This is an optimization exercise on Yosys and OpenROAD, whose aim is small area, not a production implementation. Where RTL was checked, it was by simulation tests only, not by an equivalence proof against the original. The clock port is modelled as an ideal driver; clocking choices that lean on that would not hold on a real chip.

## red
==> flow/design.v <==
module DoutReader (
    input clk_i,   
    input reset_i,   
    input drdy,   
    input dclk,   
    input din,   
    output [23:0] ch1_o,   
    output [23:0] ch2_o,   
    output tick_o   
);
    logic x_q, y_q;
    logic [5:0] cnt_q;   
    logic drdy_1, drdy_2, dclk_1, dclk_2;
    logic tick_q;
    logic [23:0] sr1_q, sr2_q;   
    logic [23:0] ch1_q, ch2_q;   
    wire drdy_fall = drdy_2 & ~drdy_1;
    wire dclk_fall = dclk_2 & ~dclk_1;
    wire wait_drdy = ~x_q & ~y_q;
    wire wait_dclk = x_q & ~y_q;
    wire write = ~x_q & y_q;
    wire fin = x_q & y_q;
    wire last = &cnt_q;   
    wire first_half = ~cnt_q[5];   
    wire x_d = wait_drdy & drdy_fall | wait_dclk & ~dclk_fall | write;
    wire y_d = wait_dclk & dclk_fall | write & last;
    always_ff @(posedge clk_i) begin
        if (reset_i) begin
            x_q <= 1'b0;
            y_q <= 1'b0;
            drdy_1 <= 1'b0;
            drdy_2 <= 1'b0;
            tick_q <= 1'b0;
        end else begin
            x_q <= x_d;
            y_q <= y_d;
            drdy_1 <= drdy;
            drdy_2 <= drdy_1;
            tick_q <= fin;
        end
    end
    always_ff @(posedge clk_i) begin
        for (int k = 0; k < 6; k++)
            cnt_q[k] <= ~wait_drdy & (cnt_q[k] ^ (y_q & (&(cnt_q | ~((6'd1 << k) - 6'd1)))));
    end
    always_ff @(posedge clk_i) begin
        dclk_1 <= dclk;
        dclk_2 <= dclk_1;
    end
    wire sh1 = y_q & first_half;
    wire hold1 = x_q | ~first_half;
    wire sh2 = y_q;
    wire hold2 = x_q;
    wire ld = fin & ~reset_i;
    wire keep = ~fin & ~reset_i;
    always_ff @(posedge clk_i) begin
        sr1_q <= ({24{sh1}} & {sr1_q[22:0], din}) | ({24{hold1}} & sr1_q);
        sr2_q <= ({24{sh2}} & {sr2_q[22:0], din}) | ({24{hold2}} & sr2_q);
        ch1_q <= ({24{ld}} & sr1_q) | ({24{keep}} & ch1_q);
        ch2_q <= ({24{ld}} & sr2_q) | ({24{keep}} & ch2_q);
    end
    assign ch1_o = ch1_q;
    assign ch2_o = ch2_q;
    assign tick_o = tick_q;
endmodule
Settings: LEC_CHECK=0, CAP_MARGIN=0, CORE_MARGIN=2, CORE_UTILIZATION=60, SLEW_MARGIN=0; clock period 5.0 ns.
standard.sh (not shown) runs the stock make flow with config.mk's settings and CLKGATE_MAP_FILE= SYNTH_SCRIPT=/design/flow/synth_recipe.tcl, a recipe that flattens the netlist after the stock synthesis.
==> flow/flow/run.sh <==
#!/bin/bash
# Own layout flow: the standard flow (the standard.sh, standard synthesis
# unchanged) with the smallest buffer on each port, a clock tree without dummy
# loads, and clock buffers sized to their loads (flow/post_cts.tcl).
set -euo pipefail
here=$(pwd)
bash standard.sh \
  "BUFFER_PORTS_ARGS=-buffer_cell sky130_fd_sc_hd__buf_1" \
  "CTS_ARGS=-sink_clustering_enable -repair_clock_nets -dont_use_dummy_load" \
  "POST_CTS_TCL=$here/flow/post_cts.tcl" \
  finish > flow_make.log 2>&1
==> flow/flow/post_cts.tcl <==
# After clock tree synthesis: give each clock buffer the smallest clkbuf size
# that keeps every flip-flop clock pin's slew under a target (with margin for
# the routed parasitics), instead of one size for the whole tree.
set clk_slew_target 0.115
set clk_sizes {sky130_fd_sc_hd__clkbuf_2 sky130_fd_sc_hd__clkbuf_4 sky130_fd_sc_hd__clkbuf_8 sky130_fd_sc_hd__clkbuf_16}

proc worst_clk_pin_slew {} {
  set worst 0
  foreach p [get_pins -hierarchical */CLK] {
    set s [get_property $p slew_max]
    if { $s > $worst } { set worst $s }
  }
  return $worst
}

proc worst_buf_in_slew {} {
  set worst 0
  foreach inst [get_cells clkbuf_*] {
    set s [get_property [get_pins [get_full_name $inst]/A] slew_max]
    if { $s > $worst } { set worst $s }
  }
  return $worst
}

estimate_parasitics -placement
puts "clock slew before resizing: [worst_clk_pin_slew]"
# leaves first (those driving flip-flops), then the buffers above them
set bufs {}
foreach c [get_cells clkbuf_*] { lappend bufs [get_full_name $c] }
set bufs [lsort -decreasing $bufs]
foreach name $bufs {
  set inst [get_cells $name]
  set orig [get_property $inst ref_name]
  set done 0
  foreach c $clk_sizes {
    replace_cell $inst $c
    estimate_parasitics -placement
    puts "  try $c: [worst_clk_pin_slew] [worst_buf_in_slew]"
    if { [worst_clk_pin_slew] <= $clk_slew_target && [worst_buf_in_slew] <= 0.25 } {
      set done 1
      break
    }
  }
  if { !$done } { replace_cell $inst $orig }
  estimate_parasitics -placement
  puts "clock buffer $name: $orig -> [get_property $inst ref_name]"
}
puts "clock slew after resizing: [worst_clk_pin_slew]"
red | status: complete | timing, DRC, antenna: pass
Edits applied to the flow inputs when going from red to blue:
--- a/flow/design.v
+++ b/flow/design.v
@@ -27,22 +27,20 @@
     always_ff @(posedge clk_i) begin
         if (reset_i) begin
             x_q <= 1'b0;
             y_q <= 1'b0;
+            cnt_q <= 6'd0;
             drdy_1 <= 1'b0;
             drdy_2 <= 1'b0;
             tick_q <= 1'b0;
         end else begin
             x_q <= x_d;
             y_q <= y_d;
+            if (write) cnt_q <= cnt_q + 6'd1;
             drdy_1 <= drdy;
             drdy_2 <= drdy_1;
             tick_q <= fin;
         end
-    end
-    always_ff @(posedge clk_i) begin
-        for (int k = 0; k < 6; k++)
-            cnt_q[k] <= ~wait_drdy & (cnt_q[k] ^ (y_q & (&(cnt_q | ~((6'd1 << k) - 6'd1)))));
     end
     always_ff @(posedge clk_i) begin
         dclk_1 <= dclk;
         dclk_2 <= dclk_1;
==> comparison <==
Total buffers and inverters traversed by the critical path: blue vs red down 1
[compare] base=red new=blue: mean area per synthesized cell went down about 0.8%; final core utilization now sits at about the same level; count of multi-input combinational gates grew by 1; die area fell 0.41%.
Function not checked in red: the RTL went through the layout flow alone.


RTL: the design.v shown in full above, as it stands there.
==> flow/config.mk <==
export PLATFORM = sky130hd
export DESIGN_NAME = DoutReader
export DESIGN_NICKNAME = DoutReader
export VERILOG_FILES = /design/flow/design.v
export SDC_FILE = /design/flow/constraint.sdc
export NUM_CORES = 4
export LEC_CHECK = 0
export CAP_MARGIN = 0
export CORE_MARGIN = 2
export CORE_UTILIZATION = 80
export PLACE_DENSITY = 0.85
export SLEW_MARGIN = 0
==> flow/constraint.sdc <==
create_clock -name core_clock -period 5.0 [get_ports {clk_i}]
set_input_delay 1.0000 -clock core_clock [delete_from_list [all_inputs] [get_ports {clk_i}]]
set_output_delay 1.0000 -clock core_clock [all_outputs]
set_load 0.01 [all_outputs]
Scripts as last shown in full above: flow/flow/run.sh, flow/flow/post_cts.tcl
Next try:
--- a/flow/design.v
+++ b/flow/design.v
@@ -10,7 +10,7 @@
 );
     logic x_q, y_q;
-    logic [5:0] cnt_q;   
+    logic [4:0] lc_q;   
+    logic h_q;   
     logic drdy_1, drdy_2, dclk_1, dclk_2;
-    logic tick_q;
     logic [23:0] sr1_q, sr2_q;   
     logic [23:0] ch1_q, ch2_q;   
@@ -21,6 +21,8 @@
     wire write = ~x_q & y_q;
     wire fin = x_q & y_q;
-    wire last = &cnt_q;   
-    wire first_half = ~cnt_q[5];   
+    wire lc_z = ~|lc_q[3:0];
+    wire lc_end = lc_q[4] & lc_z;   
+    wire last = h_q & lc_end;   
+    wire first_half = ~h_q;   
     wire x_d = wait_drdy & drdy_fall | wait_dclk & ~dclk_fall | write;
     wire y_d = wait_dclk & dclk_fall | write & last;
@@ -31,5 +33,4 @@
             drdy_1 <= 1'b0;
             drdy_2 <= 1'b0;
-            tick_q <= 1'b0;
         end else begin
             x_q <= x_d;
@@ -37,10 +38,12 @@
             drdy_1 <= drdy;
             drdy_2 <= drdy_1;
-            tick_q <= fin;
         end
     end
+    wire cnt_step = y_q;
+    wire cnt_hold = x_q;
     always_ff @(posedge clk_i) begin
-        for (int k = 0; k < 6; k++)
-            cnt_q[k] <= ~wait_drdy & (cnt_q[k] ^ (y_q & (&(cnt_q | ~((6'd1 << k) - 6'd1)))));
+        lc_q[4:1] <= ({4{cnt_step}} & lc_q[3:0]) | ({4{cnt_hold}} & lc_q[4:1]);
+        lc_q[0] <= ~reset_i & ((cnt_step & (lc_q[4] ^ lc_q[2] ^ lc_z)) | (cnt_hold & lc_q[0]));
+        h_q <= (cnt_step & (h_q ^ lc_end)) | (cnt_hold & h_q);
     end
     always_ff @(posedge clk_i) begin
@@ -62,4 +65,4 @@
     assign ch1_o = ch1_q;
     assign ch2_o = ch2_q;
-    assign tick_o = tick_q;
+    assign tick_o = wait_drdy & lc_q[0];
 endmodule
=> The new run ran to the end with no violations; hold slack is better by 0.021 ns; flip-flop and latch count goes down by 1; final cell count goes down by 2.8%; wire length goes down by 14%; first-iteration DRC count goes down by 56%; count of clock-buffer cells in the layout is unchanged.
Only the layout flow was run in the first run of this note; the RTL was not checked for function there.

[separate check: timing with driven ports]
The flow's constraints put no driver on any port. The routed layouts listed below were extracted and timed again, unchanged, in two steps.
Step 1, drivers: a clkbuf_16 drives clk_i and a buf_2 each remaining input, both assumed.
Step 2 moves the port delays by t, midway between the first and last clock arrival at a register: inputs arrive t later, outputs are due t later. That takes back most of the time a late clock gives input paths.
a / b / c = ideal ports / drivers / drivers and shift; a / b = the first two.
| run | t (ns) | slack for setup (ns) | worst setup path after step 2 | cell pins on the clock port's net |
|---|---|---|---|---|
| red | 0.432 | 2.948 / 2.952 / 2.519 | input to register | 1 |
| blue | 0.442 | 2.474 / 2.474 / 2.357 | input to register | 1 |
| the first run of note 2 | 0.445 | 2.334 / 2.334 / 2.334 | register to register | 1 |
| the second run of note 2 | 0.442 | 2.199 / 2.176 / 2.363 | input to register | 1 |
After both steps setup and hold are still met in every run listed. For red, which loses most, drivers alone change the setup slack by +0.004 ns; drivers and shift together by -0.429 ns.
